What follows belongs to an exercise in optimizing a design on an open flow for a short achievable clock period, few clock cycles and low power; a production flow would make more cautious choices.
Function was checked by simulation only, so behaviour that the tests miss may differ from the original.
No activity file was given, so power comes from the tool's default toggle rates.

[design/flow/design.v]
module pfx_add #(parameter N = 32, parameter L = 5) (a, b, ci, s, co);
  input  [N-1:0] a, b;
  input          ci;
  output [N-1:0] s;
  output         co;
  wire [N-1:0] g [0:L];
  wire [N-1:0] p [0:L];
  wire [N-1:0] x = a ^ b;
  assign g[0] = (a & b) | {{(N-1){1'b0}}, x[0] & ci};
  assign p[0] = x;
  genvar k, i;
  generate
    for (k = 0; k < L; k = k + 1) begin : lvl
      for (i = 0; i < N; i = i + 1) begin : col
        if (i >= (1 << k)) begin : op
          assign g[k+1][i] = g[k][i] | (p[k][i] & g[k][i - (1 << k)]);
          assign p[k+1][i] = p[k][i] & p[k][i - (1 << k)];
        end else begin : pass
          assign g[k+1][i] = g[k][i];
          assign p[k+1][i] = p[k][i];
        end
      end
    end
  endgenerate
  assign s  = x ^ {g[L][N-2:0], ci};
  assign co = g[L][N-1];
endmodule
module reg_file (clk, rst, we, wa, wd, ra1, ra2, k1, k2, rd1, rd2);
  input clk, rst, we;
  input [4:0] wa, ra1, ra2;
  input k1, k2;
  input [31:0] wd;
  output [31:0] rd1, rd2;
  reg [31:0] rd1, rd2;
  wire [32*32-1:0] q;
  assign q[31:0] = 32'd0;
  genvar g;
  generate
    for (g = 1; g < 32; g = g + 1) begin : R
      reg [31:0] d;
      always @(posedge clk)
        if (rst) d <= 32'd0;
        else if (we && wa == g) d <= wd;
      assign q[g*32 +: 32] = d;
    end
  endgenerate
  integer i;
  always @(*) begin
    rd1 = 32'd0;
    rd2 = 32'd0;
    for (i = 1; i < 32; i = i + 1) begin
      rd1 = rd1 | (q[i*32 +: 32] & {32{ra1 == i && !k1}});
      rd2 = rd2 | (q[i*32 +: 32] & {32{ra2 == i && !k2}});
    end
  end
endmodule
module mips_multi_cycle (rst, clk, memwrite, memread, adr, inst, writedata);
  input rst, clk;
  output [31:0] adr, writedata;
  input [31:0] inst;
  output memread, memwrite;
  reg [31:0] A;                   
  reg [31:0] B;                   
  reg        x_sub, x_and, x_or, x_slt;
  reg [4:0]  x_wa;                
  reg [7:0]  eqp;                 
  reg [10:0] ea_hi;               
  reg [3:0]  ea_lo;               
  reg        ea_c;                
  reg [10:0] br_off;              
  reg [10:0] j_tgt;               
  reg        xv;                  
  reg        s_lw;                
  reg        s_mem;               
  reg        mw;                  
  reg        s_ea;                
  reg        s_j;                 
  reg        s_beq;               
  reg        s_seq;               
  reg [11:0] pcn;                 
  wire [31:0] s;
  wire        co;
  pfx_add #(32, 5) ADD(.a(A), .b(B), .ci(x_sub), .s(s), .co(co));
  wire [31:0] y  = x_and ? (A & B) :
                   x_or  ? (A | B) :
                   x_slt ? {31'd0, ~co} : s;
  wire        we = xv | s_lw;
  wire [31:0] wd = s_mem ? inst : y;
  wire [6:0] ea_h0, ea_h1;
  pfx_add #(7, 3) EA0(.a(A[12:6]), .b(ea_hi[10:4]), .ci(1'b0), .s(ea_h0), .co());
  pfx_add #(7, 3) EA1(.a(A[12:6]), .b(ea_hi[10:4]), .ci(1'b1), .s(ea_h1), .co());
  wire [10:0] ea = {ea_c ? ea_h1 : ea_h0, ea_lo};
  wire [10:0] btgt;
  pfx_add #(11, 4) BT(.a(pcn[10:0]), .b(br_off), .ci(1'b0), .s(btgt), .co());
  wire        eq = &eqp;
  wire        tk = s_beq & eq;
  wire [10:0] cur = ({11{s_ea}} & ea) | ({11{s_j}} & j_tgt) | ({11{tk}} & btgt) |
                    ({11{s_seq | (s_beq & ~eq)}} & pcn[10:0]);
  wire [5:0] op = inst[31:26];
  wire [4:0] rs = inst[25:21];
  wire [4:0] rt = inst[20:16];
  wire [4:0] rd = inst[15:11];
  wire [5:0] fn = inst[5:0];
  wire [15:0] imm = inst[15:0];
  wire is_r    = (op == 6'h00);
  wire is_addi = (op == 6'h09);
  wire is_slti = (op == 6'h0A);
  wire is_lw   = (op == 6'h23);
  wire is_sw   = (op == 6'h2B);
  wire is_beq  = (op == 6'h04);
  wire is_j    = (op == 6'h02);
  wire is_jal  = (op == 6'h03);
  wire is_jr   = (op == 6'h06);
  wire f_add = (fn == 6'h20);
  wire f_sub = (fn == 6'h23);
  wire f_or  = (fn == 6'h25);
  wire f_slt = (fn == 6'h2A);
  wire use_imm = is_addi | is_slti;
  wire [4:0] nwa = is_r ? rd : (is_jal ? 5'd31 : rt);
  wire alu_we = (is_r | is_addi | is_slti | is_jal) & (nwa != 5'd0);
  wire hz_rs = xv & (x_wa == rs);
  wire hz_rt = xv & (x_wa == rt);
  wire [31:0] rv1, rv2;
  reg_file RF(.clk(clk), .rst(rst), .we(we), .wa(x_wa), .wd(wd),
              .ra1(rs), .ra2(rt), .k1(hz_rs), .k2(hz_rt), .rd1(rv1), .rd2(rv2));
  wire [31:0] a = rv1 | (y & {32{hz_rs}});
  wire [31:0] b = rv2 | (y & {32{hz_rt}});
  wire [31:0] d = a ^ b;
  wire [7:0]  neqp;
  genvar gi;
  generate
    for (gi = 0; gi < 8; gi = gi + 1) begin : EQ
      assign neqp[gi] = ~|d[gi*4 +: 4];
    end
  endgenerate
  wire [12:0] off = imm[12:0] & {13{~is_jr}};
  wire [6:0]  lo = {1'b0, a[5:0]} + {1'b0, off[5:0]};
  wire [11:0] pc4 = {1'b0, cur} + 12'd1;
  wire [31:0] nb = use_imm ? {{16{imm[15]}}, imm} :
                   is_jal  ? {18'd0, pc4, 2'b00} : b;
  wire        nsub = (is_r & (f_sub | f_slt)) | is_slti;
  always @(posedge clk) begin
    A      <= is_jal ? 32'd0 : a;
    B      <= nb ^ {32{nsub}};
    x_sub  <= nsub;
    x_and  <= is_r & ~(f_add | f_sub | f_or | f_slt);
    x_or   <= is_r & f_or;
    x_slt  <= (is_r & f_slt) | is_slti;
    x_wa   <= nwa;
    eqp    <= neqp;
    ea_hi  <= off[12:2];
    ea_lo  <= lo[5:2];
    ea_c   <= lo[6];
    br_off <= imm[10:0];
    j_tgt  <= inst[10:0];
    if (rst) begin
      pcn   <= 12'd0;
      xv    <= 1'b0;
      s_lw  <= 1'b0;
      s_mem <= 1'b0;
      mw    <= 1'b0;
      s_ea  <= 1'b0;
      s_j   <= 1'b0;
      s_beq <= 1'b0;
      s_seq <= 1'b1;
    end else if (s_mem) begin
      xv    <= 1'b0;
      s_lw  <= 1'b0;
      s_mem <= 1'b0;
      mw    <= 1'b0;
      s_ea  <= 1'b0;
      s_j   <= 1'b0;
      s_beq <= 1'b0;
      s_seq <= 1'b1;
    end else begin
      pcn   <= pc4;
      xv    <= alu_we;
      s_lw  <= is_lw & (rt != 5'd0);
      s_mem <= is_lw | is_sw;
      mw    <= is_sw;
      s_ea  <= is_lw | is_sw | is_jr;
      s_j   <= is_j | is_jal;
      s_beq <= is_beq;
      s_seq <= ~(is_lw | is_sw | is_jr | is_j | is_jal | is_beq);
    end
  end
  assign memwrite  = mw;
  assign memread   = ~mw;
  assign adr       = {19'd0, cur, 2'b00};
  assign writedata = B;             
endmodule
[design/flow/run.sh]
#!/bin/bash
# synth_recipe.tcl (not shown) runs the flow's synth.tcl, then flattens the netlist and writes it again
# the make line also repeats each setting of config.mk as NAME=value (left out here)
make -C /OpenROAD-flow-scripts/flow DESIGN_CONFIG=/design/flow/config.mk WORK_HOME=/design/flow/orfs CLKGATE_MAP_FILE= SYNTH_SCRIPT=/design/flow/synth_recipe.tcl finish
[design/flow/config.mk]
export PLATFORM = sky130hd
export DESIGN_NAME = mips_multi_cycle
export DESIGN_NICKNAME = mips_multi_cycle
export VERILOG_FILES = /design/flow/design.v
export SDC_FILE = /design/flow/constraint.sdc
export NUM_CORES = 4
export LEC_CHECK = 0
export CAP_MARGIN = 20
export CORE_MARGIN = 2
export CORE_UTILIZATION = 60
export CTS_CLUSTER_DIAMETER = 100
export CTS_CLUSTER_SIZE = 24
export PLACE_DENSITY = 0.75
export SETUP_SLACK_MARGIN = 4
export SLEW_MARGIN = 20
[design/flow/constraint.sdc]
create_clock -name core_clock -period 7.5 [get_ports {clk}]
set_input_delay 1.5000 -clock core_clock [delete_from_list [all_inputs] [get_ports {clk}]]
set_output_delay 1.5000 -clock core_clock [all_outputs]
set_load 0.01 [all_outputs]
==> run summary, run 1 <==
- Clock Root Buffer: clkbuf_16
- Die X: 307 um
- Post-synthesis async set-or-reset flop share: 0
- #FFs+latches synth: approximately 1.1k
- Dominant cell type by area after synthesis: dfxtp_1
- Post-synth EDFFs: 0
- Synthesized area per cell: between 8 and 9 um2
- Global-route usage over all layers: 0.792
- Compound-cell area share of the yosys netlist: 0.300
- Global placement routability congestion: 1.20
- Status: aborted with a tool error
- Rows: 111
- YS warnings: 5
- Largest family of logic cells by synthesized area: compound AO/OA/AOI/OAI gates
- Die H: 307 um
- Cts bufs inserted: 53
- Cell Area, Synth: roughly 0.055 mm2
- DPL Wire Length: around 190000 um
- Post-synth cell types: 90
- Synth Flop Type: dfxtp_1
- Clock Path Buffers: 3
- Halt Stage: global routing
- I/O pin count: 100
- Tool error: [ERROR GRT-0232] Routing congestion too high. Check the congestion heatmap in the GUI.
- Top cell type's share of synthesized area: 0.405
- Synth top area cells: dfxtp_1, a211oi_1, nor2_1, a22oi_1, nand2_1
- Syn Inst Count: around 6.8k
- CTS H-tree lvls: 2
- Seq/Total Area, Yosys: 0.405
- Simple-gate area share of the yosys netlist: 0.180
- Grt total ovfl: 8
- Adder-cell area share of the yosys netlist: 0.0206
- Initial core utilization: 0.603
- Clk sinks: approximately 1.1k
- XOR/XNOR Fraction of Synth Area: 0.0184
- Post-synthesis mux area share: 0.0177
- Most frequent cell after synthesis: nor2_1
- Commonest cells in the netlist: nor2_1, dfxtp_1, a211oi_1
- Largest net degree at the start of global routing: 204
- IO buf count: 78
metrics by stage:
stage	instances	instance area [um2]	utilization	setup slack [ns]
floorplan	6790	56900	-	3.02
CTS	8138	69900	0.765	3.07
detailed placement	7601	58500	0.640	1.03
global placement	7596	58400	0.639	0.979
power by group through the flow:
| stage | Combinational, mW | Clock (mW) | Sequential (mW) |
|---|---|---|---|
| floorplan | 0.468 | 0 | 6.10 |
| global placement | 0.789 | 0 | 6.12 |
| detailed placement | 0.796 | 0 | 6.12 |
| CTS | 1.14 | 3.30 | 5.98 |
per-layer routing:
metal,overflow,global-route usage
met5,0,0.524
met4,3,0.744
met3,0,0.674
met2,4,0.900
met1,1,0.819
logic make-up after synthesis:
logic type	after synthesis
AO/OA/AOI/OAI	2266
XOR/XNOR	116
adder cells (fa/ha/maj)	89
buffers and inverters	808
flip-flops	1115
multiplexers	94
other	1
AND/OR/NAND/NOR	2281
how the worst min path moves through the flow:
stage,startpoint,end,cells past startpoint
3_5_place_dp,RF.R[29].d[25],RF.R[29].d[25],2
2_1_floorplan,RF.R[29].d[25],RF.R[29].d[25],2
4_1_cts,RF.R[29].d[25],RF.R[29].d[25],2
3_3_place_gp,RF.R[9].d[18],RF.R[9].d[18],2
repair_timing:
item / CTS
setup endpoints to repair: 896
hold buffers: 0
resized for setup: 1230
buffers inserted: 415
pin swaps: 471
cloned: 60
Testbench counts, summed over its fixed seeds: cycles 64,912.
==> inputs of run 2 (changes only) <==
--- a/design/flow/design.v
+++ b/design/flow/design.v
@@ -32,5 +32,4 @@
   input [31:0] wd;
   output [31:0] rd1, rd2;
-  reg [31:0] rd1, rd2;
   wire [32*32-1:0] q;
   assign q[31:0] = 32'd0;
@@ -45,13 +44,6 @@
     end
   endgenerate
-  integer i;
-  always @(*) begin
-    rd1 = 32'd0;
-    rd2 = 32'd0;
-    for (i = 1; i < 32; i = i + 1) begin
-      rd1 = rd1 | (q[i*32 +: 32] & {32{ra1 == i && !k1}});
-      rd2 = rd2 | (q[i*32 +: 32] & {32{ra2 == i && !k2}});
-    end
-  end
+  assign rd1 = k1 ? 32'd0 : q[ra1*32 +: 32];
+  assign rd2 = k2 ? 32'd0 : q[ra2*32 +: 32];
 endmodule
 module mips_multi_cycle (rst, clk, memwrite, memread, adr, inst, writedata);
@@ -62,11 +54,11 @@
   reg [31:0] A;                   
   reg [31:0] B;                   
-  reg        x_sub, x_and, x_or, x_slt;
+  reg        x_sub, x_and, x_or, x_slt, x_link;
   reg [4:0]  x_wa;                
   reg [7:0]  eqp;                 
   reg [10:0] ea_hi;               
-  reg [3:0]  ea_lo;               
+  reg [6:0]  ea_lo;               
   reg        ea_c;                
-  reg [10:0] br_off;              
+  reg [10:0] btgt;                
   reg [10:0] j_tgt;               
   reg        xv;                  
@@ -82,15 +74,14 @@
   wire        co;
   pfx_add #(32, 5) ADD(.a(A), .b(B), .ci(x_sub), .s(s), .co(co));
-  wire [31:0] y  = x_and ? (A & B) :
-                   x_or  ? (A | B) :
-                   x_slt ? {31'd0, ~co} : s;
+  wire [31:0] y  = x_and  ? (A & B) :
+                   x_or   ? (A | B) :
+                   x_slt  ? {31'd0, ~co} :
+                   x_link ? {18'd0, pcn, 2'b00} : s;
   wire        we = xv | s_lw;
   wire [31:0] wd = s_mem ? inst : y;
-  wire [6:0] ea_h0, ea_h1;
-  pfx_add #(7, 3) EA0(.a(A[12:6]), .b(ea_hi[10:4]), .ci(1'b0), .s(ea_h0), .co());
-  pfx_add #(7, 3) EA1(.a(A[12:6]), .b(ea_hi[10:4]), .ci(1'b1), .s(ea_h1), .co());
+  wire [3:0] ea_h0, ea_h1;
+  pfx_add #(4, 2) EA0(.a(A[12:9]), .b(ea_hi[10:7]), .ci(1'b0), .s(ea_h0), .co());
+  pfx_add #(4, 2) EA1(.a(A[12:9]), .b(ea_hi[10:7]), .ci(1'b1), .s(ea_h1), .co());
   wire [10:0] ea = {ea_c ? ea_h1 : ea_h0, ea_lo};
-  wire [10:0] btgt;
-  pfx_add #(11, 4) BT(.a(pcn[10:0]), .b(br_off), .ci(1'b0), .s(btgt), .co());
   wire        eq = &eqp;
   wire        tk = s_beq & eq;
@@ -135,8 +126,9 @@
   endgenerate
   wire [12:0] off = imm[12:0] & {13{~is_jr}};
-  wire [6:0]  lo = {1'b0, a[5:0]} + {1'b0, off[5:0]};
+  wire [9:0]  lo = {1'b0, a[8:0]} + {1'b0, off[8:0]};
   wire [11:0] pc4 = {1'b0, cur} + 12'd1;
-  wire [31:0] nb = use_imm ? {{16{imm[15]}}, imm} :
-                   is_jal  ? {18'd0, pc4, 2'b00} : b;
+  wire [10:0] nbt;
+  pfx_add #(11, 4) BT(.a(cur), .b(imm[10:0]), .ci(1'b1), .s(nbt), .co());
+  wire [31:0] nb = use_imm ? {{16{imm[15]}}, imm} : b;
   wire        nsub = (is_r & (f_sub | f_slt)) | is_slti;
   always @(posedge clk) begin
@@ -147,10 +139,11 @@
     x_or   <= is_r & f_or;
     x_slt  <= (is_r & f_slt) | is_slti;
+    x_link <= is_jal;
     x_wa   <= nwa;
     eqp    <= neqp;
     ea_hi  <= off[12:2];
-    ea_lo  <= lo[5:2];
-    ea_c   <= lo[6];
-    br_off <= imm[10:0];
+    ea_lo  <= lo[8:2];
+    ea_c   <= lo[9];
+    btgt   <= nbt;
     j_tgt  <= inst[10:0];
     if (rst) begin
--- a/design/flow/config.mk
+++ b/design/flow/config.mk
@@ -8,8 +8,8 @@
 export CAP_MARGIN = 20
 export CORE_MARGIN = 2
-export CORE_UTILIZATION = 60
+export CORE_UTILIZATION = 40
 export CTS_CLUSTER_DIAMETER = 100
 export CTS_CLUSTER_SIZE = 24
-export PLACE_DENSITY = 0.75
+export PLACE_DENSITY = 0.6
 export SETUP_SLACK_MARGIN = 4
 export SLEW_MARGIN = 20
==> run summary, run 2 <==
- Via density: 6.42
- CTS tree: built
- #FFs+latches synth: between 1k and 1.5k
- Vias: approximately 53k
- Commonest cells in the netlist: nor2_1, dfxtp_1, a211oi_1
- Dominant cell type by area after synthesis: dfxtp_1
- Peak VDD IR: between 200 and 250 uV
- DRT iter0 DRCs: 6864
- Compound-cell area share of the yosys netlist: 0.189
- Leakage: approximately 24 nW
- Detail Route Antenna Nets: 0
- Simple-gate area share of the yosys netlist: 0.127
- NetSw: around 3.8 mW
- Rows: 142
- Die ar.: 0.153 mm2
- Post-synthesis mux area share: 0.213
- Cell Area, Synth: 0.0601 mm2
- Setup violations, final: 0
- Largest net degree at the start of global routing: between 150 and 200
- Commonest non-fill, non-tap cell in the layout: dfxtp_1
- Slew margin rel.: -0.0775
- Crit start category: flop
- Nets: ~6.3k
- Number of global-route vias before repair: between 40k and 50k
- Comb power frac: 0.200
- Min-Delay Path Class: flop to flop
- Commonest cells after routing, fill and taps aside: dfxtp_1, nor2_1, a211oi_1, mux4_2, nand2_1
- Drt total wl: roughly 240000 um
- Fmax: around 240 MHz
- Synth Flop Type: dfxtp_1
- Final min period: between 4 and 5 ns
- Reg area: roughly 0.023 mm2
- Hold_buf cts: 0
- Most frequent cell after synthesis: nor2_1
- Biggest register: RF.R.d
- Post-synth cell types: 79
- Post-route clock period utilization: 0.549
- Largest family of logic cells by synthesized area: multiplexers
- Clk sinks: ~1.1k
- Worst Tran Pin Value: between 1.5 and 2 ns
- Worst-path clk slew: ~0.10 ns
- Slew Limit Fails: between 40 and 50
- Hold path depth: 2
- Final hold slack: 0.475 ns
- Top cell type's share of synthesized area: 0.376
- Layout check faults: max-capacitance violations, max-slew violations
- Clock Latency Late Sink: about 0.76 ns
- Fillers: 13.7k
- Multi-input logic area: about 0.038 mm2
- Initial core utilization: 0.402
- Core Region: approximately 0.15 mm2
- Share of power burned in registers: 0.502
- Post-synthesis async set-or-reset flop share: 0
- Top flop regs: RF.R.d (992), A (32), B (32)
- Pre-antenna DRT Iters: 9
- Largest register FFs: roughly 1000
- Die X: 392 um
- Avg WL per Cell: 28.8 um
- Place WS: 1.92 ns
- Max FO, Critical Path: 3
- Layout cell share with drive strength beyond 1: 0.283
- Seq/Total Area, Yosys: 0.376
- Cts bufs inserted: 56
- Unrepaired setup endpoints after global routing: true
- YS warnings: 5
- Status: finished with violations
- Fin worst setup slack: 3.38 ns
- Skew final: 0.0397 ns
- Global-route usage over all layers: 0.288
- First-pass GRT wire length: ~330000 um
- Post-synth EDFFs: 0
- Final setup TNS: 0 ns
- Syn Inst Count: approximately 6.3k
- Clock Root Buffer: clkbuf_16
- Global placement routability congestion: 0.954
- Clock power frac: 0.297
- Net Sw Frac: 0.310
- R2R depth: 29
- Adder-cell area share of the yosys netlist: 0.0195
- CTS H-tree lvls: 2
- Final Hold Vio Count: 0
- Clock Path Buffers: 3
- Max_cap viols: 4
- I/O pin count: 100
- Grt total ovfl: 0
- Layout area overhead: 18.6%
- Initial antenna violation count: 4
- Synth top area cells: dfxtp_1, mux4_2, a211oi_1, nor2_1, clkbuf_1
- Die H: 392 um
- IO buf count: 78
- CP Class: flop to output pin
- WP data arrival: 2.62 ns
- Synthesized area per cell: approximately 9.5 um2
- Critical Path RT: approximately 6 ns
- Reg2reg setup slack: 3.46 ns
- Internal power: roughly 8.4 mW
- Crit end category: output pin
- Pwr/cell area: 171 mW/mm2
- DRC violations left: 0
- DPL Wire Length: ~130000 um
- XOR/XNOR Fraction of Synth Area: 0.0169
## run 2: worst paths after layout
check,start,endpoint
worst max-delay path,A[9],adr[10]
worst min register to register,RF.R[4].d[17],RF.R[4].d[17]
worst max register to register,A[9],btgt[10]
worst min-delay path,RF.R[4].d[17],RF.R[4].d[17]
## run 2: timing repair
| item | CTS | global route |
|---|---|---|
| setup buffers | 118 | 77 |
| gates resized for setup | 460 | 645 |
| gates cloned | 36 | 34 |
| setup endpoints to repair | 773 | 680 |
| pin swaps | 78 | 246 |
## run 2: cell type report
| class | instances | area share |
|---|---|---|
| clock inverters | 11 | 0.00234 |
| repair buffers | 462 | 0.0823 |
| inverters | 109 | 0.00597 |
| well taps | 2016 | 0.0354 |
| diodes | 3 | 0.000105 |
| clock buffers | 58 | 0.0202 |
| multi-input cells | 4451 | 0.536 |
| flip-flops and latches | 1128 | 0.318 |
## run 2: through the flow
stage / instances / utilization / instance area, um2 / power (mW)
detailed placement: 7899 / 0.415 / 62000 / 7.88
floorplan: 6361 / - / 60600 / 7.33
global route: 8235 / 0.477 / 71200 / 12.5
CTS: 8122 / 0.449 / 67200 / 11.7
finish: 8238 / 0.477 / 71200 / 12.2
global placement: 7898 / 0.415 / 61900 / 7.87
## run 2: cell families after synthesis
group,Yosys count
muxes,705
buffers and inverters,795
xor gates and xnor gates,116
and+or+nand+nor,1857
other,1
DFF,1128
adders and majority gates,91
AOI/OAI and AO/OA,1648
## run 2: critical path: stages (launching register included)
cell	delay, ns
dfxtp_4	0.40
inv_4	0.04
ha_4	0.15
mux2i_4	0.16
fa_1	0.48
a222oi_1	0.33
nand2_1	0.15
buf_2	0.17
## run 2: power groups by stage
| stage | logic, mW | clock network [mW] | registers (mW) |
|---|---|---|---|
| finish | 2.44 | 3.63 | 6.12 |
| global route | 2.51 | 3.83 | 6.13 |
| CTS | 1.97 | 3.63 | 6.12 |
| detailed placement | 1.62 | 0 | 6.26 |
| global placement | 1.61 | 0 | 6.26 |
| floorplan | 1.10 | 0 | 6.23 |
## run 2: routing by layer
layer / GRT usage / vias to the layer above / wire (um)
met5: 0 / - / 22
met4: 0.129 / 4 / 13300
met3: 0.0649 / 708 / 26900
met2: 0.440 / 3070 / 103000
met1: 0.389 / 26100 / 93700
li1: - / 23000 / -
Testbench counts of run 2, summed over its fixed seeds: cycles 64,912.
==> inputs of run 3 (changes only) <==
--- a/design/flow/config.mk
+++ b/design/flow/config.mk
@@ -14,2 +14,3 @@
 export SETUP_SLACK_MARGIN = 4
 export SLEW_MARGIN = 20
+export TNS_END_PERCENT = 5
==> run summary, run 3 <==
- Status: complete, no violations
- Commonest cells after routing, fill and taps aside: nor2_1, dfxtp_1, a211oi_1, mux4_2, nand2_1
- Post-synth cell types: around 80
- Via density: approximately 6.3
- Leakage: ~22 nW
- Initial core utilization: 0.402
- Seq/Total Area, Yosys: 0.376
- Final Hold Vio Count: 0
- Critical Path RT: around 6.0 ns
- Crit end category: output pin
- Vias: between 50k and 60k
- Fillers: between 10k and 15k
- Max FO, Critical Path: 3
- Hold_buf cts: 0
- Syn Inst Count: about 6.3k
- Synth top area cells: dfxtp_1, mux4_2, a211oi_1, nor2_1, clkbuf_1
- WP data arrival: 2.65 ns
- Die ar.: about 0.15 mm2
- Pwr/cell area: ~180 mW/mm2
- CP top delay family: adder cells
- Layout area overhead: 10.7%
- DPL Wire Length: around 130000 um
- YS warnings: 5
- Final min period: ~4.2 ns
- Initial antenna violation count: 4
- Global-route usage over all layers: 0.283
- Max_cap viols: 0
- Largest register FFs: between 900 and 1k
- Worst-path clk slew: roughly 0.10 ns
- Rows: ~140
- Setup violations, final: 0
- Cell Area, Synth: 0.0601 mm2
- Die H: 392 um
- Post-synth EDFFs: 0
- Post-route clock period utilization: 0.554
- Detail Route Antenna Nets: 0
- Clk sinks: 1128
- Pre-antenna DRT Iters: 7
- Nets: between 6k and 7k
- Commonest cells in the netlist: nor2_1, dfxtp_1, a211oi_1
- Crit-path cells: inv_4, ha_4, mux2i_4, fa_2, a222oi_1, nand2_1, buf_2
- CP Class: flop to output pin
- Dominant cell type by area after synthesis: dfxtp_1
- I/O pin count: 100
- Top flop regs: RF.R.d (992), A (32), B (32)
- Number of global-route vias before repair: 47.5k
- Min-Delay Path Class: flop to flop
- Most frequent cell after synthesis: nor2_1
- Largest net degree at the start of global routing: roughly 230
- Core Region: about 0.15 mm2
- Biggest register: RF.R.d
- First-pass GRT wire length: approximately 330000 um
- Peak VDD IR: about 190 uV
- Clock Root Buffer: clkbuf_16
- #FFs+latches synth: ~1.1k
- Synth Flop Type: dfxtp_1
- Unrepaired setup endpoints after global routing: true
- IO buf count: 78
- Global placement routability congestion: 0.970
- Layout cell share with drive strength beyond 1: 0.196
- Avg WL per Cell: roughly 28 um
- CTS H-tree lvls: 2
- Commonest non-fill, non-tap cell in the layout: nor2_1
- Die X: between 300 and 400 um
- Drt total wl: approximately 230000 um
- Fin worst setup slack: between 3 and 4 ns
- Grt total ovfl: 0
- Synthesized area per cell: approximately 9.5 um2
- Worst Tran Pin Value: between 1 and 1.5 ns
- Slew margin rel.: 0.162
- CP bufs+invs: 2
- Slew Limit Fails: 0
- Clock Path Buffers: 3
- DRC violations left: 0
- Fmax: about 240 MHz
- Worst path max stage delay: 0.47 ns
- Crit start category: flop
- Post-synthesis async set-or-reset flop share: 0
- Final setup TNS: 0 ns
- Clock Latency Late Sink: ~0.73 ns
- Skew final: between 0.03 and 0.04 ns
- Cts bufs inserted: 54
- DRT iter0 DRCs: around 6.5k
- CTS tree: built
- Critical-path top delay cell: fa_2
- Top cell type's share of synthesized area: 0.376
- Place WS: 1.96 ns
[run 3: cell counts after synthesis]
Identical to the previous run, type by type.
[run 3: worst paths after layout]
path              slack [ns]            from        endpoint  cells after the start
hold / removal          0.47  RF.R[26].d[17]  RF.R[26].d[17]                      2
setup reg to reg        3.42            A[0]          eqp[7]                     13
setup / recovery        3.35            A[9]         adr[10]                      7
hold reg to reg         0.47  RF.R[26].d[17]  RF.R[26].d[17]                      2
[run 3: logic make-up after synthesis]
family | synth area share
AND/OR/NAND/NOR | 0.127
flip-flops | 0.376
buffers and inverters | 0.0581
adder cells (fa/ha/maj) | 0.0195
other | 0.0000624
XOR/XNOR | 0.0169
AO/OA/AOI/OAI | 0.189
multiplexers | 0.213
[run 3: timing repair]
action                     in CTS  in global routing
cloned                         13                 11
setup endpoints to repair     767                810
resized for setup             206                203
pin swaps                      84                 52
setup buffers                  66                 48
[run 3: layer usage]
layer,share of wire,up-vias,GRT usage
li1,-,22700,-
met4,0.045,6,0.112
met2,0.44,2772,0.440
met1,0.41,25200,0.388
met5,0.00016,-,0
met3,0.10,546,0.0531
[run 3: per-stage QoR]
stage | instances | cell area (um2) | power, mW | utilization | hold WS [ns]
4_1_cts | 8041 | 65000 | 11.5 | 0.435 | 0.471
5_1_grt | 8102 | 66500 | 11.9 | 0.445 | 0.485
3_3_place_gp | 7894 | 61900 | 7.87 | 0.414 | 0.451
3_5_place_dp | 7896 | 62000 | 7.88 | 0.415 | 0.458
6_report | 8106 | 66500 | 11.7 | 0.445 | 0.472
2_1_floorplan | 6361 | 60300 | 7.31 | - | 0.442
[run 3: area by class of cell]
type | count | area, um2 | area share
antenna | 4 | 10.0 | 0.000150
inverter | 109 | 419 | 0.00630
sequential | 1128 | 22600 | 0.340
clock inverter | 7 | 106 | 0.00160
tap | 2016 | 2520 | 0.0379
timing repair buffer | 337 | 3690 | 0.0554
multi-input combinational | 4446 | 35700 | 0.537
clock buffer | 59 | 1440 | 0.0217
[run 3: tightest hold or removal path: stages, from the launching register on]
cell     delay (ns)
dfxtp_1        0.33
nand2_1        0.05
a21oi_1        0.05
[run 3: where the power goes]
| part | leakage (nW) | switching (mW) | internal [mW] |
|---|---|---|---|
| sequential | 9.12 | 0.0732 | 6.06 |
| combinational | 11.9 | 1.32 | 0.643 |
| clock | 0.764 | 2.11 | 1.45 |
| total | 21.8 | 3.50 | 8.15 |
==> inputs of run 4 (changes only) <==
--- a/design/flow/config.mk
+++ b/design/flow/config.mk
@@ -12,5 +12,5 @@
 export CTS_CLUSTER_SIZE = 24
 export PLACE_DENSITY = 0.6
-export SETUP_SLACK_MARGIN = 4
+export SETUP_SLACK_MARGIN = 3
 export SLEW_MARGIN = 20
 export TNS_END_PERCENT = 5
==> run summary, run 4 <==
- Status: complete, no violations
- Final Hold Vio Count: 0
- Most frequent cell after synthesis: nor2_1
- Nets: 6068
- DRC violations left: 0
- Clock Latency Late Sink: slightly above 0.7 ns
- YS warnings: 5
- Cell Area, Synth: 0.0601 mm2
- Drt total wl: about 210000 um
- Unrepaired setup endpoints after global routing: true
- Cts bufs inserted: 54
- I/O pin count: 100
- Synth Flop Type: dfxtp_1
- Pwr/cell area: about 180 mW/mm2
- Biggest register: RF.R.d
- DPL Wire Length: about 130000 um
- Fin worst setup slack: slightly below 3 ns
- Synth top area cells: dfxtp_1, mux4_2, a211oi_1, nor2_1, clkbuf_1
- Core Region: ~0.15 mm2
- Avg WL per Cell: between 20 and 30 um
- Worst-path clk slew: approximately 0.1 ns
- Dominant cell type by area after synthesis: dfxtp_1
- #FFs+latches synth: approximately 1.1k
- Clock Root Buffer: clkbuf_16
- Die ar.: between 0.15 and 0.2 mm2
- Clk sinks: roughly 1.1k
- Reg area: about 0.023 mm2
- Syn Inst Count: 6341
- Multi-input logic area: roughly 0.035 mm2
- CTS H-tree lvls: 2
- Max FO, Critical Path: 11
- Layout cell share with drive strength beyond 1: 0.145
- Synthesized area per cell: 9.47 um2
- First-pass GRT wire length: about 310000 um
- Via density: between 6 and 7
- IO buf count: around 80
- Largest net degree at the start of global routing: between 200 and 250
- Grt total ovfl: 0
- N_diodes: 0
- Post-synth cell types: 79
- Largest register FFs: just under 1k
- Crit start category: flop
- Hold_buf cts: 0
- Global-route usage over all layers: 0.270
- Initial antenna violation count: 5
- Clock Path Buffers: 3
- R2R depth: 12
- Fillers: 14.5k
- Top flop regs: RF.R.d (992), A (32), B (32)
- Number of global-route vias before repair: roughly 47k
- Min-Delay Path Class: flop to flop
- Detail Route Antenna Nets: 0
- Hold path depth: 2
- Final min period: about 4.6 ns
- CTS tree: built
- Place WS: 1.86 ns
- WP data arrival: 3.10 ns
- Design Power: 11.2 mW
- DRT iter0 DRCs: just under 6k
- Setup violations, final: 0
- Die H: approximately 390 um
- Die X: just under 400 um
- Slew margin rel.: 0.209
- Seq/Total Area, Yosys: 0.376
- Final setup TNS: 0 ns
- DP Area: 0.0619 mm2
- Crit end category: output pin
- Global placement routability congestion: approximately 0.96
- Commonest cells in the netlist: nor2_1, dfxtp_1, a211oi_1
- Leakage: 20.7 nW
- Critical Path RT: around 6.0 ns
- Commonest non-fill, non-tap cell in the layout: nor2_1
- Final instance area: 0.0636 mm2
- Pre-antenna DRT Iters: 6
- CP Class: flop to output pin
- Layout area overhead: 5.96%
- Skew final: about 0.03 ns
- Max_cap viols: 0
- Post-synth EDFFs: 0
- Vias: approximately 50k
- Fmax: roughly 220 MHz
- Top cell type's share of synthesized area: 0.376
- Post-route clock period utilization: 0.614
- Slew Limit Fails: 0
- Rows: 142
- Post-synthesis async set-or-reset flop share: 0
- Worst Tran Pin Value: around 1.2 ns
- Peak VDD IR: 180 uV
- Initial core utilization: 0.402
- Commonest cells after routing, fill and taps aside: nor2_1, dfxtp_1, a211oi_1, mux4_2, nand2_1
## run 4: cell type report
class,instances,area share
flip-flops and latches,1128,0.355
well taps,2016,0.0396
repair buffers,212,0.0325
clock buffers,58,0.0220
inverters,109,0.00645
multi-input cells,4438,0.544
clock inverters,5,0.000904
## run 4: path summary, 6_finish.rpt
kind	startpoint	endpoint	slack, ns
setup reg to reg	B[0]	B[28]	3.10
setup / recovery	eqp[6]	adr[12]	2.90
hold reg to reg	RF.R[24].d[17]	RF.R[24].d[17]	0.48
hold / removal	RF.R[24].d[17]	RF.R[24].d[17]	0.48
## run 4: metal layers
layer  GRT usage  up-vias  share of wire
li1            -    22300              -
met1       0.377    24500           0.42
met2       0.424     2356           0.45
met3      0.0436      379          0.093
met4      0.0890        4          0.036
met5           0        -        0.00011
## run 4: cell families after synthesis
logic type                 share of synthesized area
and+or+nand+nor                                0.127
AOI/OAI and AO/OA                              0.189
DFF                                            0.376
buffers and inverters                         0.0581
muxes                                          0.213
xor gates and xnor gates                      0.0169
adders and majority gates                     0.0195
other                                      0.0000624
## run 4: timing repair
action / in CTS / in global routing
gates resized for setup: 4 / 22
setup endpoints to repair: 50 / 301
setup buffers: 1 / 1
pin swaps: 1 / 1
hold endpoints to repair: 0 / 0
cloned: 0 / 2
## run 4: worst max-delay path, stage by stage, from the launching register on
cell             delay (ns)
dfxtp_1                0.34
nand4_1                0.30
o21ai_0                0.28
nand2b_1               0.33
a222oi_1               0.41
nand2_1                0.19
clkdlybuf4s50_1        0.53
## run 4: per-stage QoR
stage / instances / util / hold slack [ns]
after floorplan: 6361 / - / 0.442
after global placement: 7893 / 0.414 / 0.451
after detailed placement: 7896 / 0.415 / 0.459
after CTS: 7960 / 0.425 / 0.475
after global routing: 7966 / 0.426 / 0.493
final: 7966 / 0.426 / 0.475
## run 4: power breakdown
group	internal, mW	total, mW	switching [mW]
clock network	1.34	3.40	2.06
registers	6.05	6.12	0.0676
logic	0.499	1.68	1.18
total	7.89	11.2	3.30
==> inputs of run 5 (changes only) <==
--- a/design/flow/config.mk
+++ b/design/flow/config.mk
@@ -12,5 +12,5 @@
 export CTS_CLUSTER_SIZE = 24
 export PLACE_DENSITY = 0.6
-export SETUP_SLACK_MARGIN = 3
+export SETUP_SLACK_MARGIN = 5
 export SLEW_MARGIN = 20
 export TNS_END_PERCENT = 5
==> run summary, run 5 <==
- Clock Latency Late Sink: about 0.75 ns
- Max_cap viols: 0
- Max FO, Critical Path: 3
- Cell Area, Synth: about 0.06 mm2
- DRC violations left: 0
- Placed cells: approximately 7.9k
- IO buf count: 78
- Grt total ovfl: 0
- Global route hottest layer: met2
- CP Class: flop to output pin
- Crit end category: output pin
- Post-synth cell types: 79
- Clk sinks: approximately 1.1k
- Number of global-route vias before repair: 48.9k
- Hold path depth: 2
- Post-route clock period utilization: 0.548
- Fmax: 243 MHz
- Nets: roughly 6.3k
- Largest register FFs: just under 1k
- N_diodes: 0
- Slew margin rel.: 0.0521
- Layout cell share with drive strength beyond 1: 0.227
- YS warnings: 5
- Initial core utilization: 0.402
- Global placement routability congestion: roughly 0.97
- Drt total wl: roughly 240000 um
- Met3 Usage GRT: 0.0768
- Core Region: 0.149 mm2
- Vias: 52.7k
- Commonest cells after routing, fill and taps aside: nor2_1, dfxtp_1, a211oi_1, mux4_2, nand2_1
- Crit start category: flop
- Slew Limit Fails: 0
- Commonest non-fill, non-tap cell in the layout: nor2_1
- Biggest register: RF.R.d
- Worst-path clk slew: about 0.10 ns
- Non-filler cells, final: ~8k
- Pre-antenna DRT Iters: 6
- Clock Path Buffers: 3
- Worst Tran Pin Value: ~1.4 ns
- WP data arrival: about 2.6 ns
- Die H: between 300 and 400 um
- Synth Flop Type: dfxtp_1
- DPL Wire Length: about 140000 um
- NetSw: 3.61 mW
- Min-Delay Path Class: flop to flop
- Final Hold Vio Count: 0
- Hold_buf cts: 0
- Via density: between 6 and 7
- Unrepaired setup endpoints after global routing: true
- Seq/Total Area, Yosys: 0.376
- Synth top area cells: dfxtp_1, mux4_2, a211oi_1, nor2_1, clkbuf_1
- Share of power burned in registers: 0.519
- Layout area overhead: 14.8%
- Clock Root Buffer: clkbuf_16
- Leakage: between 20 and 25 nW
- Commonest cells in the netlist: nor2_1, dfxtp_1, a211oi_1
- Syn Inst Count: between 6k and 7k
- Status: complete, no violations
- Skew final: ~0.054 ns
- Avg WL per Cell: a little under 30 um
- Top flop regs: RF.R.d (992), A (32), B (32)
- Rows: 142
- Global-route usage over all layers: 0.294
- Largest net degree at the start of global routing: between 200 and 250
- DRT iter0 DRCs: between 7k and 8k
- Setup violations, final: 0
- M2 GR Usage: 0.451
- Reg area: between 0.02 and 0.025 mm2
- Final setup TNS: 0 ns
- Design Power: 11.8 mW
- Detail Route Antenna Nets: 0
- I/O pin count: 100
- Post-synth EDFFs: 0
- Top cell type's share of synthesized area: 0.376
- Dominant cell type by area after synthesis: dfxtp_1
- Fillers: about 14k
- Synthesized area per cell: roughly 9.5 um2
- Cts bufs inserted: 55
- Peak VDD IR: ~200 uV
- First-pass GRT wire length: around 340000 um
- CTS tree: built
- Initial antenna violation count: 6
- Die ar.: 0.153 mm2
- Die X: slightly below 400 um
- #FFs+latches synth: ~1.1k
- Internal power: between 8 and 9 mW
- Clock power frac: 0.298
- Net Sw Frac: 0.306
- Final min period: ~4.1 ns
- CTS H-tree lvls: 2
- Most frequent cell after synthesis: nor2_1
- Met1 Use GR: 0.391
- Multi-input logic area: approximately 0.036 mm2
- Comb power frac: 0.183
- Pwr/cell area: approximately 170 mW/mm2
- Post-synthesis async set-or-reset flop share: 0
- Final Core Density: 0.461
- R2R depth: 7
- Critical Path RT: approximately 6 ns
-- run 5: cell counts after synthesis --
Identical to the previous run, type by type.
-- run 5: power groups by stage --
stage	Combinational, mW	Sequential [mW]	Clock [mW]
after floorplan	1.12	6.23	0
after global placement	1.63	6.26	0
after detailed placement	1.64	6.26	0
after CTS	1.87	6.12	3.54
after global routing	2.22	6.13	3.74
final	2.16	6.13	3.52
-- run 5: repair_timing --
item | 4_1_cts | 5_1_grt
endpoints found under the setup margin | 1158 | 1149
pin swaps | 123 | 79
resized for setup | 352 | 217
gates cloned | 31 | 26
setup buffers | 106 | 100
-- run 5: per-layer routing --
| metal | share of wire | wire, um |
|---|---|---|
| met1 | 0.39 | 92600 |
| met2 | 0.43 | 104000 |
| met3 | 0.12 | 29800 |
| met4 | 0.053 | 12800 |
| met5 | 0.000075 | 18 |
-- run 5: cell type report --
class | instances | share of cell area
clock buffers | 58 | 0.0207
clock inverters | 6 | 0.00122
inverters | 109 | 0.00626
multi-input cells | 4449 | 0.526
flip-flops and latches | 1128 | 0.329
well taps | 2016 | 0.0366
repair buffers | 459 | 0.0809
repair inverters | 1 | 0.000109
-- run 5: kinds of logic after synthesis --
kind of cell / synth area share
xor+xnor: 0.0169
simple gates: 0.127
flops: 0.376
fa+ha+maj: 0.0195
buf+inv: 0.0581
compound gates: 0.189
other cells: 0.0000624
mux: 0.213
-- run 5: final timing paths --
path / startpoint / to / slack (ns)
worst max-delay path: A[9] / adr[10] / 3.39
worst min-delay path: RF.R[10].d[17] / RF.R[10].d[17] / 0.47
worst max register to register: xv / RF.R[25].d[31] / 3.59
worst min register to register: RF.R[10].d[17] / RF.R[10].d[17] / 0.47
-- run 5: critical path, stage by stage (launching register included) --
cell	delay, ns
dfxtp_4	0.40
inv_4	0.05
ha_4	0.15
mux2i_4	0.15
fa_1	0.47
a222oi_1	0.34
nand2_1	0.17
buf_2	0.18
-- run 5: through the flow --
stage          worst slack [ns]  instance area, um2  hold slack, ns
2_1_floorplan              2.76               60900           0.442
3_3_place_gp               1.76               62100           0.451
3_5_place_dp               1.77               62100           0.459
4_1_cts                    3.40               66500           0.473
5_1_grt                    3.39               68900           0.498
6_report                   3.39               68900           0.474
==> inputs of run 6 (changes only) <==
--- a/design/flow/config.mk
+++ b/design/flow/config.mk
@@ -10,5 +10,5 @@
 export CORE_UTILIZATION = 40
 export CTS_CLUSTER_DIAMETER = 100
-export CTS_CLUSTER_SIZE = 24
+export CTS_CLUSTER_SIZE = 20
 export PLACE_DENSITY = 0.6
 export SETUP_SLACK_MARGIN = 5
==> run summary, run 6 <==
- Peak VDD IR: around 150 uV
- Top flop regs: RF.R.d (992), A (32), B (32)
- Max FO, Critical Path: 3
- YS warnings: 5
- Final Core Density: 0.463
- Critical Path RT: roughly 6 ns
- CP Class: flop to output pin
- DP Area: 0.0621 mm2
- CTS H-tree lvls: 3
- Die H: roughly 390 um
- Final instance area: between 0.06 and 0.07 mm2
- Syn Inst Count: 6341
- Non-filler cells, final: between 8k and 9k
- Post-synthesis async set-or-reset flop share: 0
- Status: complete, no violations
- Fmax: 245 MHz
- Via density: between 6 and 7
- Initial core utilization: 0.402
- Number of global-route vias before repair: about 49k
- Most frequent cell after synthesis: nor2_1
- Synth Flop Type: dfxtp_1
- R2R depth: 7
- Seq/Total Area, Yosys: 0.376
- Post-route clock period utilization: 0.544
- Setup violations, final: 0
- Final setup TNS: 0 ns
- Clock Root Buffer: clkbuf_16
- Capturing point of the worst reg2reg path: RF.R[25].d[31]
- Largest register FFs: a little under 1k
- Pwr/cell area: 177 mW/mm2
- Min-Delay Path Class: flop to flop
- Clk sinks: between 1k and 1.5k
- Commonest cells after routing, fill and taps aside: nor2_1, dfxtp_1, a211oi_1, mux4_2, nand2_1
- Post-synth cell types: 79
- Vias: approximately 53k
- I/O pin count: 100
- Synthesized area per cell: between 9 and 10 um2
- Crit end category: output pin
- Cts bufs inserted: between 60 and 70
- Leakage: about 23 nW
- Setup crit start: A[9]
- Dominant cell type by area after synthesis: dfxtp_1
- Commonest non-fill, non-tap cell in the layout: nor2_1
- Worst-path clk slew: about 0.090 ns
- Crit start category: flop
- Rows: 142
- Worst Tran Pin Value: between 1 and 1.5 ns
- Largest net degree at the start of global routing: roughly 210
- IO buf count: ~80
- Reg2reg setup slack: 3.55 ns
- DPL Wire Length: 135000 um
- Final min period: 4.08 ns
- Unrepaired setup endpoints after global routing: true
- Initial antenna violation count: 6
- #FFs+latches synth: around 1.1k
- Global placement routability congestion: 0.970
- Synth top area cells: dfxtp_1, mux4_2, a211oi_1, nor2_1, clkbuf_1
- First-pass GRT wire length: between 300000 and 400000 um
- Top cell type's share of synthesized area: 0.376
- Final hold slack: 0.473 ns
- Pre-antenna DRT Iters: 9
- Avg WL per Cell: about 29 um
- Global-route usage over all layers: 0.296
- Layout cell share with drive strength beyond 1: 0.224
- Slew Limit Fails: 0
- Die ar.: about 0.15 mm2
- CTS tree: built
- Die X: between 300 and 400 um
- Placed cells: 7894
- Commonest cells in the netlist: nor2_1, dfxtp_1, a211oi_1
- Final Hold Vio Count: 0
- Max_cap viols: 0
- DRT iter0 DRCs: between 6k and 7k
- Post-synth EDFFs: 0
- Clock Latency Late Sink: roughly 0.72 ns
- Nets: roughly 6.3k
- WP data arrival: 2.58 ns
- DRC violations left: 0
- Grt total ovfl: 0
- Core Region: about 0.15 mm2
- Detail Route Antenna Nets: 0
- RR Startpoint: xv
- WHS Endpoint: RF.R[22].d[17]
- Hold path depth: 2
- Slew margin rel.: 0.0292
- Biggest register: RF.R.d
- Layout area overhead: 15.3%
- Hold path startpoint: RF.R[22].d[17]
- Clock Path Buffers: 3
- Skew final: ~0.05 ns
- Fillers: 13.9k
- Cell Area, Synth: 0.0601 mm2
- Drt total wl: between 200000 and 250000 um
## run 6: cell counts after synthesis
Identical to the previous run, type by type.
## run 6: through the flow
stage,power [mW],setup WS (ns)
after detailed placement,7.89,1.77
after CTS,12.0,3.42
after floorplan,7.35,2.76
after global routing,12.6,3.36
final,12.3,3.42
after global placement,7.89,1.76
## run 6: per-layer routing
metal	wire, um	GRT usage
met4	13600	0.150
met2	104000	0.448
met1	93500	0.393
met3	29700	0.0734
met5	85	0
## run 6: worst max-delay path, cell delays in order, from the launching register on
cell	delay, ns
dfxtp_4	0.39
inv_4	0.05
ha_4	0.15
mux2i_4	0.15
fa_2	0.48
a222oi_1	0.32
nand2_1	0.16
buf_2	0.18
## run 6: kinds of logic (layout without fill, tap and decap cells)
kind of cell / count (synthesis) / in the layout / synth area share
DFF: 1128 / 1128 / 0.376
other: 1 / 26 / 0.0000624
xor gates and xnor gates: 116 / 116 / 0.0169
AOI/OAI and AO/OA: 1648 / 1649 / 0.189
adders and majority gates: 91 / 91 / 0.0195
buffers and inverters: 795 / 624 / 0.0581
and+or+nand+nor: 1857 / 1865 / 0.127
muxes: 705 / 709 / 0.213
## run 6: power breakdown
part           internal, mW  leakage [nW]  switching (mW)
sequential             6.05          9.12          0.0726
combinational         0.774          13.1            1.42
clock                  1.76         0.929            2.21
total                  8.59          23.1            3.70
## run 6: worst max path at each step
stage | endpoint | cells after the start
after global routing | adr[12] | 9
after floorplan | ea_lo[6] | 16
after global placement | eqp[5] | 10
after CTS | adr[10] | 7
final | adr[10] | 7
after detailed placement | ea_lo[6] | 14
## run 6: layout make-up
| class | instances | area (um2) | area share |
|---|---|---|---|
| multi-input combinational | 4451 | 36300 | 0.524 |
| sequential | 1128 | 22600 | 0.327 |
| timing repair buffer | 436 | 5430 | 0.0784 |
| tap | 2016 | 2520 | 0.0364 |
| clock buffer | 70 | 1750 | 0.0253 |
| inverter | 109 | 429 | 0.00620 |
| clock inverter | 8 | 145 | 0.00210 |
| antenna | 5 | 12.5 | 0.000181 |
| timing repair inverter | 1 | 7.51 | 0.000108 |
## run 6: repair_timing
action                     4_1_cts  5_1_grt
hold buffers                     0        0
pin swaps                      117       75
setup buffers                   95       88
cloned                          32       28
resized for setup              341      229
setup endpoints to repair     1158     1152
==> inputs of run 7 (changes only) <==
--- a/design/flow/config.mk
+++ b/design/flow/config.mk
@@ -8,8 +8,8 @@
 export CAP_MARGIN = 20
 export CORE_MARGIN = 2
-export CORE_UTILIZATION = 40
+export CORE_UTILIZATION = 50
 export CTS_CLUSTER_DIAMETER = 100
-export CTS_CLUSTER_SIZE = 20
-export PLACE_DENSITY = 0.6
+export CTS_CLUSTER_SIZE = 24
+export PLACE_DENSITY = 0.65
 export SETUP_SLACK_MARGIN = 5
 export SLEW_MARGIN = 20
==> run summary, run 7 <==
- Status: complete, no violations
- Clock Latency Late Sink: 0.74 ns
- Top flop regs: RF.R.d (992), A (32), B (32)
- IO buf count: 78
- Final Core Density: 0.578
- Post-synth cell types: 79
- Min-Delay Path Class: flop to flop
- Multi-input logic area: around 0.036 mm2
- Commonest cells in the netlist: nor2_1, dfxtp_1, a211oi_1
- Detail Route Antenna Nets: 0
- Reg2reg setup slack: around 3.7 ns
- DP Area: 0.0616 mm2
- Die X: roughly 350 um
- Global placement routability congestion: roughly 0.94
- Post-synthesis async set-or-reset flop share: 0
- Pwr/cell area: about 170 mW/mm2
- Placed cells: 7491
- Seq/Total Area, Yosys: 0.376
- Largest net degree at the start of global routing: 202
- DRC violations left: 0
- Largest register FFs: around 990
- CTS H-tree lvls: 2
- Fillers: 10.2k
- Cell Area, Synth: around 0.06 mm2
- Cts bufs inserted: 54
- Capturing point of the worst reg2reg path: RF.R[4].d[18]
- YS warnings: 5
- Crit start category: flop
- WP data arrival: between 2 and 3 ns
- Non-filler cells, final: 7871
- Layout area overhead: 15.1%
- Design Power: approximately 12 mW
- Unrepaired setup endpoints after global routing: true
- WHS Endpoint: RF.R[12].d[17]
- Clock Path Buffers: 3
- Crit end category: output pin
- Hold path startpoint: RF.R[12].d[17]
- CP Class: flop to output pin
- Post-synth EDFFs: 0
- Commonest cells after routing, fill and taps aside: nor2_1, dfxtp_1, a211oi_1, mux4_2, nand2_1
- Via density: ~6.8
- Final min period: between 4 and 5 ns
- Drt total wl: between 200000 and 250000 um
- Reg area: ~0.023 mm2
- I/O pin count: 100
- Die H: about 350 um
- Max_cap viols: 0
- R2R depth: 14
- Final setup TNS: 0 ns
- Grt total ovfl: 0
- Top cell type's share of synthesized area: 0.376
- Nets: around 6.4k
- CTS tree: built
- Initial core utilization: 0.503
- Max FO, Critical Path: 3
- Avg WL per Cell: between 20 and 30 um
- DRT iter0 DRCs: between 7k and 8k
- Most frequent cell after synthesis: nor2_1
- Rows: around 130
- Slew Limit Fails: 0
- Core Region: 0.119 mm2
- Final instance area: between 0.06 and 0.07 mm2
- Skew final: between 0.03 and 0.04 ns
- Synth top area cells: dfxtp_1, mux4_2, a211oi_1, nor2_1, clkbuf_1
- Slew margin rel.: 0.208
- Dominant cell type by area after synthesis: dfxtp_1
- Leakage: approximately 23 nW
- Hold path depth: 2
- Vias: between 50k and 60k
- Biggest register: RF.R.d
- Die ar.: 0.123 mm2
- Clk sinks: 1128
- Worst Tran Pin Value: 1.19 ns
- Pre-antenna DRT Iters: 8
- Synth Flop Type: dfxtp_1
- DPL Wire Length: 128000 um
- Commonest non-fill, non-tap cell in the layout: nor2_1
- Peak VDD IR: 179 uV
- Critical Path RT: 6.00 ns
- Setup violations, final: 0
- Syn Inst Count: around 6.3k
- Fmax: ~240 MHz
- Global-route usage over all layers: 0.357
- Final Hold Vio Count: 0
- Synthesized area per cell: approximately 9.5 um2
- Worst-path clk slew: 0.11 ns
- Layout cell share with drive strength beyond 1: 0.235
- Number of global-route vias before repair: about 48k
- Post-route clock period utilization: 0.558
- Initial antenna violation count: 3
- First-pass GRT wire length: around 330000 um
- Clock Root Buffer: clkbuf_16
- #FFs+latches synth: 1128
- RR Startpoint: A[0]
[run 7: worst max path at each step]
stage	startpoint	endpoint	slack, ns	cells past startpoint
5_1_grt	A[9]	adr[10]	3.27	7
3_3_place_gp	inst[21]	ea_c	1.89	11
2_1_floorplan	inst[21]	ea_lo[6]	2.76	16
6_report	A[9]	adr[10]	3.31	7
3_5_place_dp	inst[21]	ea_c	1.87	11
4_1_cts	A[9]	adr[10]	3.38	7
[run 7: repair_timing]
item / 4_1_cts / 5_1_grt
setup endpoints to repair: 1156 / 1153
setup buffers: 98 / 158
pin swaps: 112 / 108
gates resized for setup: 351 / 311
gates cloned: 39 / 21
hold buffers: 0 / 0
[run 7: metrics by stage]
| step | setup WS (ns) | hold slack (ns) |
|---|---|---|
| floorplan | 2.76 | 0.442 |
| global placement | 1.89 | 0.450 |
| detailed placement | 1.87 | 0.457 |
| CTS | 3.38 | 0.471 |
| global route | 3.27 | 0.490 |
| finish | 3.31 | 0.472 |
[run 7: kinds of logic (layout without fill, tap and decap cells)]
kind of cell | after synthesis | count (layout) | synth area share
AND/OR/NAND/NOR | 1857 | 1858 | 0.127
AO/OA/AOI/OAI | 1648 | 1649 | 0.189
flip-flops | 1128 | 1128 | 0.376
buffers and inverters | 795 | 687 | 0.0581
multiplexers | 705 | 708 | 0.213
XOR/XNOR | 116 | 116 | 0.0169
adder cells (fa/ha/maj) | 91 | 91 | 0.0195
other | 1 | 22 | 0.0000624
[run 7: critical path, stage by stage (launching register included)]
cell and delay [ns]:
dfxtp_4 0.42, inv_4 0.06, ha_4 0.16, mux2i_4 0.15, fa_1 0.44, a222oi_1 0.38, nand2_1 0.15, buf_2 0.17
[run 7: area by class of cell]
cell class	count	share of cell area
Multi-Input combinational cell	4443	0.526
Sequential cell	1128	0.328
Timing Repair Buffer	515	0.0905
Tap cell	1612	0.0292
Clock buffer	56	0.0197
Inverter	109	0.00612
Clock inverter	7	0.00125
Antenna cell	1	0.0000362
[run 7: where the power goes]
group	internal, mW	total [mW]	switching [mW]
Combinational	0.766	2.14	1.37
Sequential	6.05	6.12	0.0664
Clock	1.32	3.42	2.10
[run 7: routing by layer]
layer / share of wire / track usage
met1: 0.38 / 0.479
met2: 0.43 / 0.541
met4: 0.063 / 0.184
met3: 0.13 / 0.0781
met5: 0.00011 / 0
==> inputs of run 8 (changes only) <==
--- a/design/flow/design.v
+++ b/design/flow/design.v
@@ -140,5 +140,4 @@
     x_slt  <= (is_r & f_slt) | is_slti;
     x_link <= is_jal;
-    x_wa   <= nwa;
     eqp    <= neqp;
     ea_hi  <= off[12:2];
@@ -147,4 +146,5 @@
     btgt   <= nbt;
     j_tgt  <= inst[10:0];
+    if (~s_mem & (alu_we | is_lw)) x_wa <= nwa;
     if (rst) begin
       pcn   <= 12'd0;
--- a/design/flow/config.mk
+++ b/design/flow/config.mk
@@ -8,8 +8,8 @@
 export CAP_MARGIN = 20
 export CORE_MARGIN = 2
-export CORE_UTILIZATION = 50
+export CORE_UTILIZATION = 40
 export CTS_CLUSTER_DIAMETER = 100
 export CTS_CLUSTER_SIZE = 24
-export PLACE_DENSITY = 0.65
+export PLACE_DENSITY = 0.6
 export SETUP_SLACK_MARGIN = 5
 export SLEW_MARGIN = 20
==> run summary, run 8 <==
- Top flop regs: RF.R.d (992), A (32), B (32)
- RR Startpoint: A[9]
- Slew margin rel.: 0.0693
- First-pass GRT wire length: between 300000 and 400000 um
- Layout area overhead: 12.9%
- Vias: 51.4k
- Max FO, Critical Path: 3
- Final setup TNS: 0 ns
- Min-Delay Path Class: flop to flop
- #FFs+latches synth: 1128
- Post-synth EDFFs: 5
- Max_cap viols: 0
- Setup violations, final: 0
- Pwr/cell area: 170 mW/mm2
- Largest register FFs: roughly 990
- Die H: roughly 390 um
- Compound-cell area share of the yosys netlist: 0.187
- Largest family of logic cells by synthesized area: multiplexers
- Cell Area, Synth: 0.0599 mm2
- Commonest cells in the netlist: dfxtp_1, nor2_1, a211oi_1
- Fillers: approximately 14k
- Cts bufs inserted: 54
- Global placement routability congestion: between 0.9 and 1
- Critical Path RT: 6.00 ns
- Pre-antenna DRT Iters: 6
- CTS H-tree lvls: 2
- Nets: between 6k and 7k
- Most frequent cell after synthesis: dfxtp_1
- Slew Limit Fails: 0
- I/O pin count: 100
- Crit end category: output pin
- Hold path depth: 2
- CP Class: flop to output pin
- Synth top area cells: dfxtp_1, mux4_2, a211oi_1, nor2_1, nand2_1
- Crit start category: flop
- Reg area: 0.0227 mm2
- Clock Path Buffers: 3
- Core Region: roughly 0.15 mm2
- Post-synth cell types: about 80
- Status: complete, no violations
- DP Area: 0.0618 mm2
- Commonest non-fill, non-tap cell in the layout: dfxtp_1
- Final instance area: 0.0676 mm2
- Worst-path clk slew: approximately 0.10 ns
- Syn Inst Count: between 6k and 7k
- Avg WL per Cell: about 29 um
- Commonest cells after routing, fill and taps aside: dfxtp_1, nor2_1, a211oi_1, nand2_1, mux4_2
- DPL Wire Length: about 140000 um
- Worst Tran Pin Value: ~1.4 ns
- CTS tree: built
- Layout cell share with drive strength beyond 1: 0.214
- Post-synthesis mux area share: 0.217
- Skew final: between 0.06 and 0.07 ns
- Initial core utilization: 0.404
- Final Hold Vio Count: 0
- Final min period: a little over 4 ns
- YS warnings: 5
- WHS Endpoint: RF.R[23].d[14]
- Detail Route Antenna Nets: 0
- Biggest register: RF.R.d
- Largest net degree at the start of global routing: ~220
- Adder-cell area share of the yosys netlist: 0.0195
- Top cell type's share of synthesized area: 0.376
- Capturing point of the worst reg2reg path: pcn[10]
- Dominant cell type by area after synthesis: dfxtp_1
- Clock Root Buffer: clkbuf_16
- DRC violations left: 0
- XOR/XNOR Fraction of Synth Area: 0.0173
- Synth Flop Type: dfxtp_1
- Synthesized area per cell: 9.53 um2
- DRT iter0 DRCs: 6672
- Hold_buf cts: 0
- IO buf count: 78
- Die ar.: around 0.15 mm2
- R2R depth: 30
- Rows: approximately 140
- Multi-input logic area: between 0.03 and 0.04 mm2
- Fmax: around 240 MHz
- Clk sinks: roughly 1.1k
- Final hold slack: 0.471 ns
- Drt total wl: 229000 um
- WP data arrival: approximately 2.7 ns
- Unrepaired setup endpoints after global routing: true
- Leakage: 22.3 nW
- Hold path startpoint: RF.R[23].d[14]
- Die X: approximately 390 um
- Post-synthesis async set-or-reset flop share: 0
- Global-route usage over all layers: 0.288
- Post-route clock period utilization: 0.554
- Initial antenna violation count: 5
- Grt total ovfl: 0
- Via density: approximately 6.4
- Seq/Total Area, Yosys: 0.378
- Reg2reg setup slack: 3.42 ns
- Clock Latency Late Sink: approximately 0.74 ns
- Number of global-route vias before repair: approximately 48k
- Peak VDD IR: between 100 and 150 uV
- Simple-gate area share of the yosys netlist: 0.123
[run 8: changes by cell type in the layout (fill, tap and decap cells not counted), sizes merged, moves of 18 or more]
cell and change:
a221oi +19, a21oi +46, nand2b +18, nor2 -196
nand3 -31, a22oi -21, and2 -24, nand2 +197
buf -112, a211oi -56, or3 -21, o21ai -36
nor2b +23
[run 8: routing by layer]
| metal | wire length [um] | vias up | global-route usage | share of wire |
|---|---|---|---|---|
| met2 | 102000 | 2860 | 0.448 | 0.44 |
| met5 | 13 | - | 0 | 0.000057 |
| met1 | 91800 | 25400 | 0.396 | 0.40 |
| met3 | 25200 | 564 | 0.0555 | 0.11 |
| met4 | 10400 | 2 | 0.108 | 0.045 |
| li1 | - | 22600 | - | - |
[run 8: kinds of logic after synthesis]
group | after synthesis
compound gates | 1624
xor+xnor | 118
fa+ha+maj | 91
buf+inv | 788
flops | 1128
mux | 715
other cells | 1
simple gates | 1813
[run 8: cell type report]
class,count,share of cell area
inverter,107,0.00607
clock buffer,58,0.0207
sequential,1128,0.336
multi-input combinational,4388,0.531
tap,1930,0.0357
antenna,1,0.0000370
clock inverter,7,0.00102
timing repair buffer,392,0.0700
[run 8: through the flow]
step / instances / setup slack (ns) / util / total power, mW
5_1_grt: 8010 / 3.19 / 0.456 / 11.8
6_report: 8011 / 3.34 / 0.456 / 11.5
2_1_floorplan: 6298 / 2.66 / - / 7.24
3_3_place_gp: 7749 / 1.81 / 0.417 / 7.72
4_1_cts: 7965 / 3.37 / 0.448 / 11.3
3_5_place_dp: 7750 / 1.81 / 0.417 / 7.74
[run 8: worst max path at each step]
stage                        start       end  cells past startpoint
after floorplan           inst[21]  ea_lo[6]                     16
after global placement    inst[21]  ea_lo[6]                     12
after detailed placement  inst[21]  ea_lo[6]                     12
after CTS                     A[9]   adr[10]                      8
after global routing        eqp[4]  btgt[10]                     18
final                         A[9]   adr[10]                      8
[run 8: what timing repair did]
action | 4_1_cts | 5_1_grt
setup buffers | 121 | 35
endpoints found under the hold margin | 0 | 0
gates cloned | 29 | 7
pin swaps | 51 | 63
endpoints found under the setup margin | 1166 | 1166
resized for setup | 285 | 200
[run 8: power breakdown]
group	switching, mW	internal [mW]
sequential	0.0650	6.05
clock	2.10	1.34
combinational	1.23	0.683
[run 8: critical path: stages, from the launching register on]
cell and delay [ns]:
dfxtp_4 0.40, inv_4 0.04, ha_4 0.15, mux2i_4 0.17, fa_2 0.47, a22o_1 0.25
a221oi_4 0.22, inv_2 0.09, buf_6 0.13
Testbench counts of run 8, summed over its fixed seeds: cycles 64,912.
==> inputs of run 9 (changes only) <==
--- a/design/flow/config.mk
+++ b/design/flow/config.mk
@@ -12,5 +12,5 @@
 export CTS_CLUSTER_SIZE = 24
 export PLACE_DENSITY = 0.6
-export SETUP_SLACK_MARGIN = 5
+export SETUP_SLACK_MARGIN = 4
 export SLEW_MARGIN = 20
 export TNS_END_PERCENT = 5
==> run summary, run 9 <==
- Fin worst setup slack: 3.34 ns
- Final min period: 4.16 ns
- Final Hold Vio Count: 0
- CTS tree: built
- Slew margin rel.: 0.204
- WP data arrival: roughly 2.7 ns
- Largest register FFs: 992
- Final hold slack: ~0.47 ns
- Via density: roughly 6.4
- Rows: around 140
- Max FO, Critical Path: 3
- CP bufs+invs: 3
- Synth Flop Type: dfxtp_1
- YS warnings: 5
- Die ar.: between 0.15 and 0.2 mm2
- Min-Delay Path Class: flop to flop
- Crit-path cells: inv_2, ha_4, mux2i_4, fa_1, a22o_1, a221oi_2, inv_1, buf_2
- Top flop regs: RF.R.d (992), A (32), B (32)
- Number of global-route vias before repair: a little under 50k
- CTS H-tree lvls: 2
- N_diodes: 0
- Commonest non-fill, non-tap cell in the layout: dfxtp_1
- Peak VDD IR: approximately 190 uV
- Clock Latency Late Sink: between 0.7 and 0.8 ns
- Avg WL per Cell: about 29 um
- Die H: roughly 390 um
- Global placement routability congestion: 0.952
- Synth top area cells: dfxtp_1, mux4_2, a211oi_1, nor2_1, nand2_1
- Nets: slightly above 6k
- Slew Limit Fails: 0
- Max_cap viols: 0
- CP Class: flop to output pin
- Post-synth EDFFs: 5
- Layout area overhead: 12.1%
- RR Startpoint: x_sub
- Setup crit start: A[9]
- Initial core utilization: 0.404
- Commonest cells after routing, fill and taps aside: dfxtp_1, nor2_1, a211oi_1, nand2_1, mux4_2
- Unrepaired setup endpoints after global routing: true
- Critical-path top delay cell: fa_1
- Worst-path clk slew: 0.10 ns
- #FFs+latches synth: 1128
- Syn Inst Count: between 6k and 7k
- First-pass GRT wire length: 334000 um
- Worst Tran Pin Value: about 1.2 ns
- Post-synth cell types: roughly 80
- Cts bufs inserted: 54
- Leakage: approximately 22 nW
- Crit start category: flop
- Status: complete, no violations
- Largest net degree at the start of global routing: a little over 200
- Seq/Total Area, Yosys: 0.378
- Pwr/cell area: roughly 170 mW/mm2
- Vias: between 50k and 60k
- Non-filler cells, final: between 7k and 8k
- DRC violations left: 0
- Critical Path RT: roughly 6 ns
- Clock Path Buffers: 3
- Initial antenna violation count: 7
- Core Region: between 0.1 and 0.15 mm2
- Global-route usage over all layers: 0.292
- Grt total ovfl: 0
- DRT iter0 DRCs: 6469
- Pre-antenna DRT Iters: 9
- Placed cells: slightly below 8k
- Hold path startpoint: RF.R[31].d[25]
- Biggest register: RF.R.d
- Die X: between 300 and 400 um
- IO buf count: between 70 and 80
- Worst path max stage delay: about 0.44 ns
- Clk sinks: around 1.1k
- Post-route clock period utilization: 0.554
- Place WS: ~1.9 ns
- CP top delay family: adder cells
- Top cell type's share of synthesized area: 0.376
- Dominant cell type by area after synthesis: dfxtp_1
- Drt total wl: ~230000 um
- Crit end category: output pin
- Skew final: between 0.03 and 0.04 ns
- Final setup TNS: 0 ns
- Post-synthesis async set-or-reset flop share: 0
- Synthesized area per cell: ~9.5 um2
- Clock Root Buffer: clkbuf_16
- Fmax: around 240 MHz
- DPL Wire Length: between 100000 and 150000 um
- Cell Area, Synth: roughly 0.060 mm2
- I/O pin count: 100
- Layout cell share with drive strength beyond 1: 0.198
- Setup violations, final: 0
- Most frequent cell after synthesis: dfxtp_1
- Hold_buf cts: 0
- Commonest cells in the netlist: dfxtp_1, nor2_1, a211oi_1
- Detail Route Antenna Nets: 0
[run 9: cell counts after synthesis]
Identical to the previous run, type by type.
[run 9: report_power, final]
part / switching, mW / internal [mW]
Clock: 2.11 / 1.39
Combinational: 1.21 / 0.635
Sequential: 0.0648 / 6.05
[run 9: worst register-to-register path, stage by stage (launching register included)]
cell and delay [ns]:
dfxtp_2 0.34, fa_2 0.44, fa_2 0.38, a21o_1 0.18, a221o_2 0.45, a31oi_4 0.28
nand2_1 0.10, xor2_1 0.22, a221oi_4 0.15, o21ai_4 0.93, nand2_1 0.19, a21oi_1 0.19
[run 9: cell families (layout without fill, tap and decap cells)]
logic type,count (synthesis),in the layout,share of synthesized area
fa+ha+maj,91,91,0.0195
xor+xnor,118,118,0.0173
simple gates,1813,1816,0.123
compound gates,1624,1626,0.187
buf+inv,788,551,0.0580
other cells,1,21,0.0000626
mux,715,717,0.217
flops,1128,1128,0.378
[run 9: path summary, 6_finish.rpt]
check	to	slack, ns	cells after the start
worst max-delay path	adr[10]	3.34	8
worst min register to register	RF.R[31].d[25]	0.47	2
worst max register to register	RF.R[26].d[14]	3.59	11
worst min-delay path	RF.R[31].d[25]	0.47	2
[run 9: stage by stage]
| step | cell area (um2) | util | total power, mW |
|---|---|---|---|
| after floorplan | 60000 | - | 7.21 |
| after global routing | 67100 | 0.453 | 11.7 |
| final | 67100 | 0.453 | 11.5 |
| after detailed placement | 61700 | 0.416 | 7.73 |
| after CTS | 66000 | 0.446 | 11.3 |
| after global placement | 61700 | 0.416 | 7.72 |
[run 9: what timing repair did]
action,4_1_cts,5_1_grt
buffers inserted,89,44
pin swaps,53,52
gates cloned,35,6
gates resized for setup,271,145
setup endpoints to repair,814,854
[run 9: per-layer routing]
layer,share of wire,vias up,global-route usage
li1,-,22500,-
met1,0.39,25000,0.390
met2,0.44,2977,0.449
met3,0.11,603,0.0600
met4,0.056,6,0.143
met5,0.00017,-,0
[run 9: cell type report]
type / instances / area [um2]
Clock buffer: 56 / 1360
Clock inverter: 10 / 144
Fill cell: 13900 / 81100
Inverter: 107 / 405
Multi-Input combinational cell: 4389 / 35500
Sequential cell: 1128 / 22600
Tap cell: 1930 / 2410
Timing Repair Buffer: 378 / 4650

Re-timed with assumed drivers on the ports (clkbuf_16 on the clock, buf_2 on other inputs), run 9 has 3.085 ns of setup slack against 3.342 ns with ideal ports, and 2.273 ns once port delays also move by the mid clock arrival of 0.811 ns.
